From an optimization exercise on the open Yosys and OpenROAD flow, aimed at small area; shortcuts taken in it are not production practice.
Only simulation tests tie the RTL to the original design; equivalence was not proved.
Power figures rest on the tool's default switching activity, not on a simulated workload.

File: flow/config.mk
export PLATFORM = sky130hd
export DESIGN_NAME = cacheline
export DESIGN_NICKNAME = cacheline
export VERILOG_FILES = /design/flow/design.v
export SDC_FILE = /design/flow/constraint.sdc
export NUM_CORES = 4
export LEC_CHECK = 0
export CAP_MARGIN = 0
export CORE_MARGIN = 2
export CORE_UTILIZATION = 70
export GPL_TIMING_DRIVEN = 0
export SLEW_MARGIN = 0
export SYNTH_HIERARCHICAL = 1
export SYNTH_MINIMUM_KEEP_SIZE = 0
File: flow/constraint.sdc
create_clock -name core_clock -period 5.0 [get_ports {clk}]
set_input_delay 1.0000 -clock core_clock [delete_from_list [all_inputs] [get_ports {clk}]]
set_output_delay 1.0000 -clock core_clock [all_outputs]
set_load 0.01 [all_outputs]
File: flow/design.v
module cacheline (
    input clk,
    input reset,
    input os_req,
    input [8-1:0] hitmap,
    input user_req,
    input [32-1:0] addr,
    output reg hit
);
    reg [32-1:0] tags [8-1:0];
    reg [8-1:0] valid;
    reg [8-1:0] metadata;        
    reg [8-1:0] policy_hitmap;   
    reg [3-1:0] victim_way;  
    wire [32-1:0] naddr = ~addr;
    wire [8-1:0] tag_eq;
    genvar g;
    generate
        for (g = 0; g < 8; g = g + 1) begin : cmp
            cl_tag_eq u_eq (.tag(tags[g]), .naddr(naddr), .eq(tag_eq[g]));
        end
    endgenerate
    wire [8-1:0] match = valid & policy_hitmap & tag_eq;
    wire any_match = |match;
    wire [8-1:0] hit_oh = match & ~(match - 1'b1);
    wire [8-1:0] cand = policy_hitmap & ~metadata;
    wire [8-1:0] vsrc = (|cand) ? cand : policy_hitmap;
    wire [8-1:0] vfirst = vsrc & ~(vsrc - 1'b1);
    wire [3-1:0] venc = {|vfirst[7:4], |{vfirst[7:6], vfirst[3:2]},
                                       |{vfirst[7], vfirst[5], vfirst[3], vfirst[1]}};
    wire [3-1:0] vb = (|policy_hitmap) ? venc : victim_way;
    wire lookup = !reset && !os_req && user_req;
    wire miss = lookup && !any_match;
    integer i;
    always @(posedge clk) begin
        for (i = 0; i < 8; i = i + 1)
            if (miss && vb == i) tags[i] <= addr;
    end
    always @(posedge clk) begin
        if (reset) begin
            valid <= 0;
            metadata <= 0;
            policy_hitmap <= 0;
            victim_way <= 0;
            hit <= 1'b0;
        end else if (os_req) begin
            policy_hitmap <= hitmap;
            hit <= 1'b0;
        end else if (user_req) begin
            hit <= any_match;
            if (any_match) begin
                metadata <= metadata | hit_oh;
            end else begin
                victim_way <= vb;
                for (i = 0; i < 8; i = i + 1) begin
                    if (vb == i) valid[i] <= 1'b1;
                    if (policy_hitmap[i]) metadata[i] <= (vb == i);
                end
            end
        end
    end
endmodule
module cl_tag_eq (
    input [32-1:0] tag,
    input [32-1:0] naddr,
    output eq
);
    localparam P = 32 / 2;
    wire [P-1:0] lo_diff;    
    wire [P-1:0] pair_eq;
    wire [P/4-1:0] quad_ne;
    genvar b;
    generate
        for (b = 0; b < P; b = b + 1) begin : pr
            cl_oai22  u_o (.a0(tag[2*b]), .b0(naddr[2*b]),
                           .a1(tag[2*b+1]), .b1(naddr[2*b+1]), .y(lo_diff[b]));
            cl_aoi221 u_a (.a0(tag[2*b]), .b0(naddr[2*b]),
                           .a1(tag[2*b+1]), .b1(naddr[2*b+1]), .c(lo_diff[b]),
                           .y(pair_eq[b]));
        end
        for (b = 0; b < P/4; b = b + 1) begin : qd
            cl_nand4 u_n (.a(pair_eq[4*b]), .b(pair_eq[4*b+1]),
                          .c(pair_eq[4*b+2]), .d(pair_eq[4*b+3]), .y(quad_ne[b]));
        end
    endgenerate
    cl_nor4 u_r (.a(quad_ne[0]), .b(quad_ne[1]), .c(quad_ne[2]), .d(quad_ne[3]), .y(eq));
endmodule
module cl_oai22 (input a0, input b0, input a1, input b1, output y);
    assign y = ~((a0 | b0) & (a1 | b1));
endmodule
module cl_aoi221 (input a0, input b0, input a1, input b1, input c, output y);
    assign y = ~((a0 & b0) | (a1 & b1) | c);
endmodule
module cl_nand4 (input a, input b, input c, input d, output y);
    assign y = ~(a & b & c & d);
endmodule
module cl_nor4 (input a, input b, input c, input d, output y);
    assign y = ~(a | b | c | d);
endmodule
File: flow/flow/run.sh
#!/bin/bash
# The standard layout (standard.sh) with these changes:
#  - after floorplan, every combinational cell starts at its smallest size
#    (downsize.tcl); the resizer's repair steps upsize what needs it
#  - ports are buffered with buf_2, synthesis buffers are removed at floorplan
#  - CTS builds small clkbuf_8 leaf clusters without dummy loads
# Each ORFS step writes its full log under orfs/logs; make's output goes to
# standard.log.
set -euo pipefail
cd "$(dirname "$0")/.."
F=$(pwd)/flow
export POST_FLOORPLAN_TCL=$F/downsize.tcl
export BUFFER_PORTS_ARGS="-buffer_cell sky130_fd_sc_hd__buf_2"
export REMOVE_ABC_BUFFERS=1
export CTS_ARGS="-sink_clustering_enable -repair_clock_nets -dont_use_dummy_load -buf_list {sky130_fd_sc_hd__clkbuf_8} -sink_clustering_size 14 -sink_clustering_max_diameter 60"
bash standard.sh finish > standard.log 2>&1
File: flow/flow/downsize.tcl
# Swap every combinational cell for the smallest cell of the same function
# (drive strength _1, or _0 where that is the smallest); the resizer's later
# repair steps upsize what timing, slew or capacitance needs.
set n 0
foreach inst [[ord::get_db_block] getInsts] {
  set m [[$inst getMaster] getName]
  if {![regexp {^(sky130_fd_sc_hd__([a-z0-9]+))_(\d+)$} $m -> base func sz]} { continue }
  if {[regexp {^(df|edf|sdf|dl|clk|tap|fill|decap|conb|diode)} $func]} { continue }
  foreach s {0 1} {
    if {"${base}_$s" eq $m} { break }
    set lc [get_lib_cells -quiet */${base}_$s]
    if {[llength $lc] && ![get_property $lc dont_use]} {
      replace_cell [$inst getName] ${base}_$s
      incr n
      break
    }
  }
}
puts "downsize: $n cells swapped"
File: flow/standard.sh
#!/bin/bash
# synth_recipe.tcl (not shown) runs the flow's synth.tcl, then flattens the netlist and writes it again
# the make line also repeats each setting of config.mk as NAME=value (left out here)
make -C /OpenROAD-flow-scripts/flow DESIGN_CONFIG=/design/flow/config.mk WORK_HOME=/design/flow/orfs CLKGATE_MAP_FILE= SYNTH_SCRIPT=/design/flow/synth_recipe.tcl "${@:-finish}"
==> results of run 1 <==
-- report_power, final --
part / internal, mW / switching, mW
clock: 0.429 / 0.677
sequential: 2.62 / 0.0274
combinational: 0.103 / 0.221
-- placed cells by master, fill, tap and decap left out, types with 2 or more instances in the layout --
cell | synthesis | final
buf_6 | 0 | 6
clkbuf_8 | 0 | 24
a22oi_1 | 2 | 3
a221oi_1 | 2 | 130
nand4_1 | 35 | 35
nand2_1 | 15 | 16
o311a_1 | 1 | 2
and2_0 | 0 | 2
nor3_1 | 5 | 4
edfxtp_1 | 256 | 256
buf_16 | 0 | 6
a21oi_1 | 8 | 8
o211ai_1 | 1 | 2
nand2b_1 | 9 | 8
buf_2 | 3 | 44
a22o_1 | 2 | 2
a31oi_1 | 3 | 4
o32ai_1 | 2 | 2
nor3_4 | 0 | 2
nor2_4 | 0 | 6
a21boi_0 | 0 | 3
nand3_1 | 11 | 11
nor2_1 | 21 | 16
a311oi_1 | 4 | 4
mux2i_1 | 8 | 8
nor4_1 | 2 | 8
and3_1 | 4 | 4
o22ai_1 | 134 | 134
nor4_2 | 8 | 2
o2111ai_1 | 0 | 2
o211a_1 | 2 | 2
inv_1 | 43 | 44
o21ai_0 | 3 | 9
a211oi_1 | 2 | 2
dfxtp_1 | 28 | 28
-- through the flow --
| stage | setup TNS (ps) | utilization | hold slack, ps | power [mW] | cells |
|---|---|---|---|---|---|
| 2_1_floorplan | -38240 | - | 429 | 2.95 | 772 |
| 3_3_place_gp | -505950 | 0.690 | 445 | 2.99 | 1041 |
| 3_5_place_dp | -102030 | 0.707 | 470 | 3.02 | 1053 |
| 4_1_cts | 0 | 0.726 | 481 | 4.10 | 1077 |
| 5_1_grt | 0 | 0.728 | 495 | 4.21 | 1077 |
| 6_report | 0 | 0.728 | 490 | 4.08 | 1078 |
-- routing by layer --
layer  share of wire  GRT usage  vias up
met5         0.00048          0        -
met4           0.031     0.0859        2
met3           0.075     0.0460       62
met2            0.51      0.498      336
met1            0.38      0.372     4005
li1                -          -     3598
-- Yosys stat by module (local to each module, per instance), a selection --
module | cells | copies in the design | cell area, µm² | flops+latches
cacheline | 487 | 1 | 9420 | 284
cl_aoi221 | 1 | 128 | 15.0 | 0
cl_nor4 | 1 | 8 | 12.5 | 0
cl_nand4 | 1 | 32 | 6.26 | 0
cl_oai22 | 1 | 128 | 6.26 | 0
-- state kept, by name, indices dropped and copies added (netlist names) --
name           cells
victim_way         3
metadata           8
tags             256
hit                1
valid              8
policy_hitmap      8
-- logic make-up after synthesis --
group / count (synthesis)
AND/OR/NAND/NOR: 120
multiplexers: 8
AO/OA/AOI/OAI: 316
flip-flops: 284
buffers and inverters: 55
-- critical path, cell delays in order --
cell and delay [ps]:
buf_2 150, inv_1 350, o22ai_1 170, a221oi_1 450, nand4_1 320, nor4_2 530
nand3_1 230, and4_1 300, nand3_1 180, a31oi_2 120, nand2_1 210, nor2_1 80
nand2_1 420, nor2_4 240, buf_16 270
-- layout make-up --
class,instances,area share
antenna,1,0.000198
sequential,284,0.653
timing repair buffer,56,0.0358
clock buffer,24,0.0261
tap,225,0.0223
multi-input combinational,444,0.250
inverter,44,0.0131
-- final timing paths --
kind                           endpoint                          start  slack, ps
setup reg to reg   tags[3][7]$_DFFE_PP_  policy_hitmap[7]$_SDFFE_PP0P_        620
hold reg to reg   valid[5]$_SDFFE_PP0P_          valid[5]$_SDFFE_PP0P_        490
setup / recovery   tags[1][9]$_DFFE_PP_                        addr[8]        250
hold / removal    valid[5]$_SDFFE_PP0P_          valid[5]$_SDFFE_PP0P_        490
-- timing repair --
action / 4_1_cts / 5_1_grt
setup endpoints to repair: 11 / 122
endpoints found under the hold margin: 0 / 0
gates resized for setup: 1 / 5
hold buffers: 0 / 0
pin swaps: 0 / 0
==> impl_metrics.toml, run 1 <==
[timing]
period_needed_ps = 4750
setup_ws_ps = 247
final_max_slew_viol_count = 0
max_freq_ghz = 0.210
min_period_over_period = 0.951
hold_viol = 0
fin_skew_ps = 51.5
tightestPinTransition_ps = 1100
relSlewSlack = 0.259
rsz0062_at_grt = "no"
setup_viol = 0

[floorplan]
core_area_um2 = 17400
die_y_um = 137
die_area_um2 = 18900
io_pins = 45
initial_utilization = 0.717
fp-row-count = 48
die_w_um = 137

[clocking]
cts-htree-levels = 1
cts-root-buf = "clkbuf_8"
cts_setup_buffers = 0
clockBufferDepth = 3
cts_sinks = 284
cts_made_buffers = 24
clk_latency_ps = 560
tritoncts = "yes"
clkSlewWorstSetupHoldPaths_ps = 80

[synth]
synthAdderAreaFrac = 0
synth_top_family_by_area = "compound AO/OA/AOI/OAI gates"
synth_edf_count = 256
yosysTopAreaCell = "edfxtp_1"
synth-warning-count = 9
synth_ff_type = "edfxtp_1"
synthArstFlopShare = 0
yosysMostFrequentCell = "edfxtp_1"
synth.area.mux_share = 0.00643
synth-xor-area-share = 0
synth-compound-area-share = 0.257
synth_common_cells = "edfxtp_1 (256), o22ai_1 (134), a221oi_2 (128), inv_1 (43), nand4_1 (35)"
ys_ff_latch = 284
synth-simple-area-share = 0.0568
synth.cell_area_um2 = 12400
synth_top_area_frac = 0.618
avgSynthCellArea_um2 = 15.9
syn_inst = 783
ys_seq_area_frac = 0.663
synth_top_cells_by_area = "edfxtp_1 (62%), a221oi_2 (15%), o22ai_1 (6.7%)"
synth_cell_types = 55

[cells_and_area]
multiInputGateArea_um2 = 3150
drive_gt1_frac = 0.108
seqCellArea_um2 = 8250
final_area_um2 = 12600
nets = 898
fillers = 1156
syn2layout_area_growth_pct = 1.52

[drt]
drt-initial-drc-count = 708
drt-vias-per-instance = 7.42
first_pass_iters = 5
totalWireLength_mm = 27.0
wire_per_inst_um = 25.1
ant_nets = 0
vias = 8003
drcViolationCount = 0

[global_route]
grt_pass1_wl_mm = 40.2
grt_max_degree = 30
grt_overflow = 0
grt_usage = 0.286
grt_pass1_vias = 7551
antenna_found_initial = 2

[hold_path]
hold_class = "reg -> reg"
holdPathStages = 2

[critical_path]
r2r_cells = 9
cp-end-kind = "register"
critPathKind = "in -> reg"
setup.worst_path.start_class = "input pin"
worstPathMaxFanout = 17
cp.arrival_ps = 5040
cp.required_ps = 5280

[placement]
globalplace.congestion = 0.885
portBuffers = 44
dpl-instance-area_um2 = 12300
dpl.hpwl_mm = 18.3
pre_cts_ws_ps = -615

[pwr]
ir_drop_v = 0.000267
leakage_nw = 3.86
power_density_nw_per_um2 = 323

[run_status]
status = "no timing/DRC/antenna violations"

[run]
drv_cap = 0
==> run 2, diff against run 1 <==
--- a/flow/design.v
+++ b/flow/design.v
@@ -21,7 +21,17 @@
         end
     endgenerate
     wire [8-1:0] match = valid & policy_hitmap & tag_eq;
-    wire any_match = |match;
+    wire [8-1:0] vp = valid & policy_hitmap;
+    wire [8-1:0] nmatch;
+    wire no_match_lo, no_match_hi;
+    generate
+        for (g = 0; g < 8; g = g + 1) begin : nm
+            cl_nand2 u_n (.a(tag_eq[g]), .b(vp[g]), .y(nmatch[g]));
+        end
+    endgenerate
+    cl_and4 u_lo (.a(nmatch[0]), .b(nmatch[1]), .c(nmatch[2]), .d(nmatch[3]), .y(no_match_lo));
+    cl_and4 u_hi (.a(nmatch[4]), .b(nmatch[5]), .c(nmatch[6]), .d(nmatch[7]), .y(no_match_hi));
+    wire any_match = !(no_match_lo && no_match_hi);
     wire [8-1:0] hit_oh = match & ~(match - 1'b1);
     wire [8-1:0] cand = policy_hitmap & ~metadata;
     wire [8-1:0] vsrc = (|cand) ? cand : policy_hitmap;
@@ -31,10 +41,24 @@
     wire [3-1:0] vb = (|policy_hitmap) ? venc : victim_way;
     wire lookup = !reset && !os_req && user_req;
     wire miss = lookup && !any_match;
+    wire [8-1:0] we, nwe;
+    wire [32-1:0] tag_next [8-1:0];
+    genvar j;
+    generate
+        for (g = 0; g < 8; g = g + 1) begin : wr
+            wire sel = lookup && vb == g;
+            cl_and3  u_w (.a(sel), .b(no_match_lo), .c(no_match_hi), .y(we[g]));
+            cl_nand3 u_n (.a(sel), .b(no_match_lo), .c(no_match_hi), .y(nwe[g]));
+            for (j = 0; j < 32; j = j + 1) begin : bt
+                cl_hold u_h (.we(we[g]), .nwe(nwe[g]), .d(addr[j]), .q(tags[g][j]),
+                             .y(tag_next[g][j]));
+            end
+        end
+    endgenerate
     integer i;
     always @(posedge clk) begin
         for (i = 0; i < 8; i = i + 1)
-            if (miss && vb == i) tags[i] <= addr;
+            tags[i] <= tag_next[i];
     end
     always @(posedge clk) begin
         if (reset) begin
@@ -85,6 +109,21 @@
     endgenerate
     cl_nor4 u_r (.a(quad_ne[0]), .b(quad_ne[1]), .c(quad_ne[2]), .d(quad_ne[3]), .y(eq));
 endmodule
+module cl_nand2 (input a, input b, output y);
+    assign y = ~(a & b);
+endmodule
+module cl_and3 (input a, input b, input c, output y);
+    assign y = a & b & c;
+endmodule
+module cl_nand3 (input a, input b, input c, output y);
+    assign y = ~(a & b & c);
+endmodule
+module cl_hold (input we, input nwe, input d, input q, output y);
+    assign y = (we | q) & (nwe | d);
+endmodule
+module cl_and4 (input a, input b, input c, input d, output y);
+    assign y = a & b & c & d;
+endmodule
 module cl_oai22 (input a0, input b0, input a1, input b1, output y);
     assign y = ~((a0 | b0) & (a1 | b1));
 endmodule
==> impl_metrics.toml, run 2 <==
[drt]
drcViolationCount = 0
vias = 10200
wire_per_inst_um = 23.7
drt-initial-drc-count = 1067
first_pass_iters = 6
ant_nets = 0
drt-vias-per-instance = 7.64
totalWireLength_mm = 31.7

[timing]
rsz0062_at_grt = "no"
min_period_over_period = 0.881
max_freq_ghz = 0.227
period_needed_ps = 4410
fin_skew_ps = 36.9
relSlewSlack = 0.345
final_max_slew_viol_count = 0
tightestPinTransition_ps = 981
fin_setup_tns_ps = 0
setup_viol = 0
hold_viol = 0

[floorplan]
initial_utilization = 0.714
die_area_um2 = 18700
fp-row-count = 48
die_w_um = 137
die_y_um = 137
io_pins = 45
core_area_um2 = 17300

[critical_path]
rr_startpoint = "policy_hitmap[6]$_SDFFE_PP0P_"
r2r_cells = 10
slowest_delay_ps = 760
rr_endpoint = "tags[7][13]$_DFF_P_"
cp.required_ps = 5470
endpoint = "victim_way[1]$_SDFFE_PP0P_"
cp_slowest_cell = "nor4_1"
crit_buf_inv = 2
cp_num_cells = 12
critPathKind = "in -> reg"
startpoint = "addr[10]"
worstPathMaxFanout = 19
cp-end-kind = "register"
cpLargestDelayFamily = "simple AND/OR/NAND/NOR gates"
rrSetupSlack_ps = 710
setup.worst_path.start_class = "input pin"
cp.arrival_ps = 4870
critical_path.cell_chain = "buf_2 > inv_1 > o22ai_1 > a221oi_1 > nand4_1 > nor4_1 > nand2_1 > and4_1 > nand2_1 > nor2_1 > mux2_1 > nor2_1"

[global_route]
grt_pass1_vias = 8733
grt_overflow = 0
grt_max_degree = 33
grt_pass1_wl_mm = 48.0
grt_usage = 0.328
antenna_found_initial = 0

[clocking]
tritoncts = "yes"
cts_hold_buf = 0
cts-root-buf = "clkbuf_8"
cts-htree-levels = 1
clkSlewWorstSetupHoldPaths_ps = 80
cts_sinks = 284
cts_made_buffers = 24
clk_latency_ps = 560
clockBufferDepth = 3
ctsResizeCount = 0
cts_setup_buffers = 0

[cells_and_area]
utilization = 0.704
stdcell_count = 1339
largest_reg_flops = 256
diodes = 0
top_register = "tags"
layout_common_cells = "dfxtp_1 (284), o22a_1 (256), a221oi_1 (128), o22ai_1 (128), buf_2 (44)"
final_common_cell = "dfxtp_1"
final_area_um2 = 12200
syn2layout_area_growth_pct = -1.34
nets = 1160
drive_gt1_frac = 0.0754

[synth]
ys_ff_latch = 284
ys_seq_area_frac = 0.461
synth_cell_types = 56
synth_common_cells = "dfxtp_1 (284), o22a_1 (256), a221oi_2 (128), o22ai_1 (128), inv_1 (35)"
synth.cell_area_um2 = 12300
avgSynthCellArea_um2 = 11.7
synth_ff_type = "dfxtp_1"
synth_top_cells_by_area = "dfxtp_1 (46%), o22a_1 (18%), a221oi_2 (16%)"
synth-warning-count = 9
synthArstFlopShare = 0
yosysMostFrequentCell = "dfxtp_1"
synth_top_area_frac = 0.461
syn_inst = 1058
synth_edf_count = 0
yosysTopAreaCell = "dfxtp_1"

[pwr]
ir_drop_v = 0.000481
leakage_nw = 4.25
power_density_nw_per_um2 = 573
swShare = 0.305
combPwrFrac = 0.268
p_total_mw = 6.98
switchingPower_mw = 2.13
p_int_mw = 4.85
pwr-share-clk = 0.162
seqPwrFrac = 0.570

[placement]
portBuffers = 44
globalplace.congestion = 0.888
dpl.hpwl_mm = 19.5
placedCellCount = 1315
dpl-instance-area_um2 = 11800

[run_status]
status = "no timing/DRC/antenna violations"

[hold_path]
hold_class = "reg -> reg"

[run]
drv_cap = 0
## run 2: changes by cell type in the layout (fill, tap and decap cells not counted), moves of 6 or more
cell	previous run	this run
and2_0	2	8
nor2_4	6	0
buf_6	6	0
buf_16	6	0
inv_1	44	37
o22ai_1	134	128
o22a_1	0	256
nand3_2	0	8
dfxtp_1	28	284
o2bb2ai_1	0	6
nand2_1	16	26
edfxtp_1	256	0
and3_2	0	8
## run 2: worst min-delay path by stage
stage / from / end / slack [ps] / cells past startpoint
after detailed placement: valid[4]$_SDFFE_PP0P_ / valid[4]$_SDFFE_PP0P_ / 490 / 1
after CTS: victim_way[0]$_SDFFE_PP0P_ / victim_way[0]$_SDFFE_PP0P_ / 510 / 2
after global placement: victim_way[0]$_SDFFE_PP0P_ / victim_way[0]$_SDFFE_PP0P_ / 470 / 2
final: tags[3][23]$_DFF_P_ / tags[3][23]$_DFF_P_ / 510 / 1
after global routing: valid[3]$_SDFFE_PP0P_ / valid[3]$_SDFFE_PP0P_ / 520 / 1
after floorplan: victim_way[0]$_SDFFE_PP0P_ / victim_way[0]$_SDFFE_PP0P_ / 450 / 2
## run 2: per-layer routing
layer  GRT usage  up-vias  part of all wire
met1       0.449     5138              0.44
met4      0.0876        0             0.022
li1            -     4684                 -
met2       0.538      352              0.47
met3      0.0544       57             0.065
met5           0        -                 0
## run 2: power groups by stage
stage / Sequential (mW) / Combinational [mW] / Clock [mW]
2_1_floorplan: 4.05 / 1.77 / 0
4_1_cts: 3.96 / 1.85 / 1.16
3_5_place_dp: 4.01 / 1.85 / 0
6_report: 3.98 / 1.87 / 1.13
5_1_grt: 4.12 / 2.02 / 1.23
3_3_place_gp: 3.95 / 1.78 / 0
## run 2: modules after synthesis (local to each module, per instance), excerpt
module     flops+latches  times used  cells inside  area (µm²)
cl_oai22               0         128             1        6.26
cl_nand3               0           8             1        5.00
cl_aoi221              0         128             1        15.0
cl_nand2               0           8             1        3.75
cl_and3                0           8             1        6.26
cacheline            284           1           480        6940
cl_nor4                0           8             1        12.5
cl_hold                0         256             1        8.76
cl_nand4               0          32             1        6.26
cl_and4                0           2             1        8.76
## run 2: area by class of cell
type / count / area, µm²
tap: 225 / 282
fill: 1316 / 5120
clock buffer: 24 / 330
timing repair buffer: 44 / 220
multi-input combinational: 725 / 5520
inverter: 37 / 139
sequential: 284 / 5690
## run 2: cell families after synthesis
| group | Yosys count | share of synthesized area |
|---|---|---|
| AOI/OAI and AO/OA | 566 | 0.439 |
| DFF | 284 | 0.461 |
| and+or+nand+nor | 148 | 0.0732 |
| buffers and inverters | 49 | 0.0173 |
| muxes | 11 | 0.00943 |
## run 2: stage by stage
| step | hold WS [ps] | setup slack [ps] |
|---|---|---|
| finish | 508 | 594 |
| global route | 524 | 385 |
| CTS | 507 | 751 |
| detailed placement | 493 | 190 |
| global placement | 467 | -18.8 |
| floorplan | 448 | 1570 |
==> run 3, diff against run 2 <==
--- a/flow/flow/run.sh
+++ b/flow/flow/run.sh
@@ -10,7 +10,7 @@
 cd "$(dirname "$0")/.."
 F=$(pwd)/flow
 export POST_FLOORPLAN_TCL=$F/downsize.tcl
-export BUFFER_PORTS_ARGS="-buffer_cell sky130_fd_sc_hd__buf_2"
+export BUFFER_PORTS_ARGS="-buffer_cell sky130_fd_sc_hd__buf_1"
 export REMOVE_ABC_BUFFERS=1
-export CTS_ARGS="-sink_clustering_enable -repair_clock_nets -dont_use_dummy_load -buf_list {sky130_fd_sc_hd__clkbuf_8} -sink_clustering_size 14 -sink_clustering_max_diameter 60"
+export CTS_ARGS="-sink_clustering_enable -repair_clock_nets -dont_use_dummy_load -buf_list {sky130_fd_sc_hd__clkbuf_8} -sink_clustering_size 18 -sink_clustering_max_diameter 70"
 bash standard.sh finish > standard.log 2>&1
--- a/flow/config.mk
+++ b/flow/config.mk
@@ -7,8 +7,9 @@
 export LEC_CHECK = 0
 export CAP_MARGIN = 0
 export CORE_MARGIN = 2
-export CORE_UTILIZATION = 70
+export CORE_UTILIZATION = 75
 export GPL_TIMING_DRIVEN = 0
+export PLACE_DENSITY = 0.8
 export SLEW_MARGIN = 0
 export SYNTH_HIERARCHICAL = 1
 export SYNTH_MINIMUM_KEEP_SIZE = 0
==> impl_metrics.toml, run 3 <==
[run_status]
status = "no timing/DRC/antenna violations"

[timing]
relSlewSlack = 0.326
fin_skew_ps = 44.3
final_max_slew_viol_count = 0
min_period_over_period = 0.919
period_needed_ps = 4600
max_freq_ghz = 0.218
rsz0062_at_grt = "no"
setup_viol = 0
tightestPinTransition_ps = 1010
hold_viol = 0

[pwr]
pwr-share-clk = 0.148
switchingPower_mw = 2.13
p_int_mw = 4.76
combPwrFrac = 0.274
leakage_nw = 4.09
swShare = 0.309
power_density_nw_per_um2 = 572
ir_drop_v = 0.000421
seqPwrFrac = 0.578

[clocking]
cts_made_buffers = 19
clockBufferDepth = 3
cts-root-buf = "clkbuf_8"
clk_latency_ps = 550
ctsResizeCount = 0
cts-htree-levels = 1
cts_setup_buffers = 0
clkSlewWorstSetupHoldPaths_ps = 100
cts_sinks = 284
cts_hold_buf = 0
tritoncts = "yes"

[drt]
totalWireLength_mm = 31.9
vias = 10300
first_pass_iters = 5
ant_nets = 0
wire_per_inst_um = 24.1
drcViolationCount = 0
drt-vias-per-instance = 7.77
drt-initial-drc-count = 1009

[critical_path]
cp.required_ps = 5450
cp.arrival_ps = 5050
critical_path.cell_chain = "buf_1 > inv_1 > o22ai_1 > a221oi_1 > nand4_1 > nor4_1 > nand2_1 > and4_1 > nand2_1 > nor2_1 > mux2_1 > nor2_1"
worstPathMaxFanout = 19
crit_buf_inv = 2
cp-end-kind = "register"
setup.worst_path.start_class = "input pin"
cpLargestDelayFamily = "simple AND/OR/NAND/NOR gates"
cp_slowest_cell = "nor4_1"
critPathKind = "in -> reg"
slowest_delay_ps = 660

[cells_and_area]
drive_gt1_frac = 0.0316
largest_reg_flops = 256
fillers = 1224
syn2layout_area_growth_pct = -2.43
final_common_cell = "dfxtp_1"
nets = 1155
stdcell_count = 1325
final_area_um2 = 12000
diodes = 0
layout_common_cells = "dfxtp_1 (284), o22a_1 (256), a221oi_1 (128), o22ai_1 (128), buf_1 (44)"
top_register = "tags"

[synth]
avgSynthCellArea_um2 = 11.7
synth_top_area_frac = 0.461
yosysMostFrequentCell = "dfxtp_1"
yosysTopAreaCell = "dfxtp_1"
synth-warning-count = 9
synth_cell_types = 56
synth_ff_type = "dfxtp_1"
synth.cell_area_um2 = 12300
synth_edf_count = 0
syn_inst = 1058
synthArstFlopShare = 0
synth_common_cells = "dfxtp_1 (284), o22a_1 (256), a221oi_2 (128), o22ai_1 (128), inv_1 (35)"
ys_ff_latch = 284
ys_seq_area_frac = 0.461
synth_top_cells_by_area = "dfxtp_1 (46%), o22a_1 (18%), a221oi_2 (16%)"

[floorplan]
initial_utilization = 0.771
io_pins = 45
core_area_um2 = 16000
die_area_um2 = 17500
fp-row-count = 46
die_w_um = 132
die_y_um = 132

[hold_path]
hold_class = "reg -> reg"

[placement]
portBuffers = 44
dpl.hpwl_mm = 19.5
dpl-instance-area_um2 = 11800
placedCellCount = 1306
globalplace.congestion = 0.893

[global_route]
grt_pass1_vias = 9036
grt_pass1_wl_mm = 48.6
antenna_found_initial = 2
grt_overflow = 0
grt_max_degree = 33
grt_usage = 0.347

[run]
drv_cap = 0
## run 3: cell types whose count changed in the layout (fill, tap and decap cells not counted), sizes merged
cell | previous run | this run
clkbuf | 24 | 19
## run 3: cell type report
cell class                      instances  area [µm²]  area share
Tap cell                              216         270      0.0224
Clock buffer                           19         262      0.0217
Sequential cell                       284        5690       0.472
Timing Repair Buffer                   44         165      0.0137
Multi-Input combinational cell        725        5520       0.458
Inverter                               37         139      0.0115
## run 3: final timing paths
| path | from | to | slack (ps) | cells after the start |
|---|---|---|---|---|
| worst min register to register | victim_way[0]$_SDFFE_PP0P_ | victim_way[0]$_SDFFE_PP0P_ | 500 | 2 |
| worst max-delay path | addr[26] | victim_way[1]$_SDFFE_PP0P_ | 400 | 12 |
| worst min-delay path | victim_way[0]$_SDFFE_PP0P_ | victim_way[0]$_SDFFE_PP0P_ | 500 | 2 |
| worst max register to register | policy_hitmap[6]$_SDFFE_PP0P_ | tags[7][29]$_DFF_P_ | 570 | 10 |
## run 3: cells by family (layout without fill, tap and decap cells)
logic type             Yosys count  count (layout)  share of synthesized area
DFF                            284             284                      0.461
and+or+nand+nor                148             148                     0.0732
muxes                           11              11                    0.00943
AOI/OAI and AO/OA              566             566                      0.439
buffers and inverters           49             100                     0.0173
## run 3: power groups by stage
| stage | logic, mW | registers (mW) | clock network, mW |
|---|---|---|---|
| 2_1_floorplan | 1.77 | 4.05 | 0 |
| 3_3_place_gp | 1.77 | 3.94 | 0 |
| 3_5_place_dp | 1.85 | 4.02 | 0 |
| 4_1_cts | 1.86 | 3.96 | 1.03 |
| 5_1_grt | 2.03 | 4.10 | 1.11 |
| 6_report | 1.88 | 3.98 | 1.02 |
## run 3: worst min-delay path: stages, from the launching register on
cell     delay (ps)
dfxtp_1         330
o21ai_0          70
a21oi_1          60
## run 3: per-module statistics from Yosys (local to each module, per instance), a selection
module | cell area, µm² | copies in the design | cells inside | flip-flops and latches
cl_and3 | 6.26 | 8 | 1 | 0
cl_nor4 | 12.5 | 8 | 1 | 0
cl_oai22 | 6.26 | 128 | 1 | 0
cl_nand3 | 5.00 | 8 | 1 | 0
cacheline | 6940 | 1 | 480 | 284
cl_nand4 | 6.26 | 32 | 1 | 0
cl_hold | 8.76 | 256 | 1 | 0
cl_aoi221 | 15.0 | 128 | 1 | 0
cl_nand2 | 3.75 | 8 | 1 | 0
cl_and4 | 8.76 | 2 | 1 | 0
## run 3: metal layers
layer,wire length [µm],vias up,GRT usage
li1,-,4685,-
met1,13100,5070,0.463
met2,14600,430,0.555
met3,2900,112,0.0761
met4,1250,2,0.134
met5,17,-,0
## run 3: per-stage QoR
step           utilization  setup TNS, ps  total power, mW  hold WS, ps  setup slack [ps]
3_5_place_dp         0.736          -2.98             5.87          477             -2.98
5_1_grt              0.753              0             7.24          506               164
6_report             0.753              0             6.89          498               403
4_1_cts              0.753              0             6.85          493               558
3_3_place_gp         0.733         -20960             5.71          472              -120
2_1_floorplan            -              0             5.81          448              1570

static timing again, ports no longer ideal:
Ports are ideal in the flow. The routed layouts listed here were re-timed in OpenROAD. Step 1 assumes that a clkbuf_16 drives the clock port and a buf_2 every other input. Step 2 adds t to the input delays and takes it off the output delays; t is the mean of the earliest and latest rising clock arrival at the registers after step 1. Input paths then give back, and output paths get back, about the clock's delay inside the block. a / b / c = ideal / step 1 / step 2; a / b = the first two.
run | shift t [ns] | setup slack, ns | pins driven straight from the clock port
run 1 | 0.578 | 0.247 / 0.263 / -0.315 | 1
run 2 | 0.583 | 0.594 / 0.617 / 0.034 | 1
run 3 | 0.573 | 0.403 / 0.423 / -0.150 | 1
With both steps, setup timing fails in run 1 and run 3, where it was met with ideal ports. For run 1, which loses most, drivers alone change the setup slack by +0.016 ns; drivers and shift together by -0.562 ns.
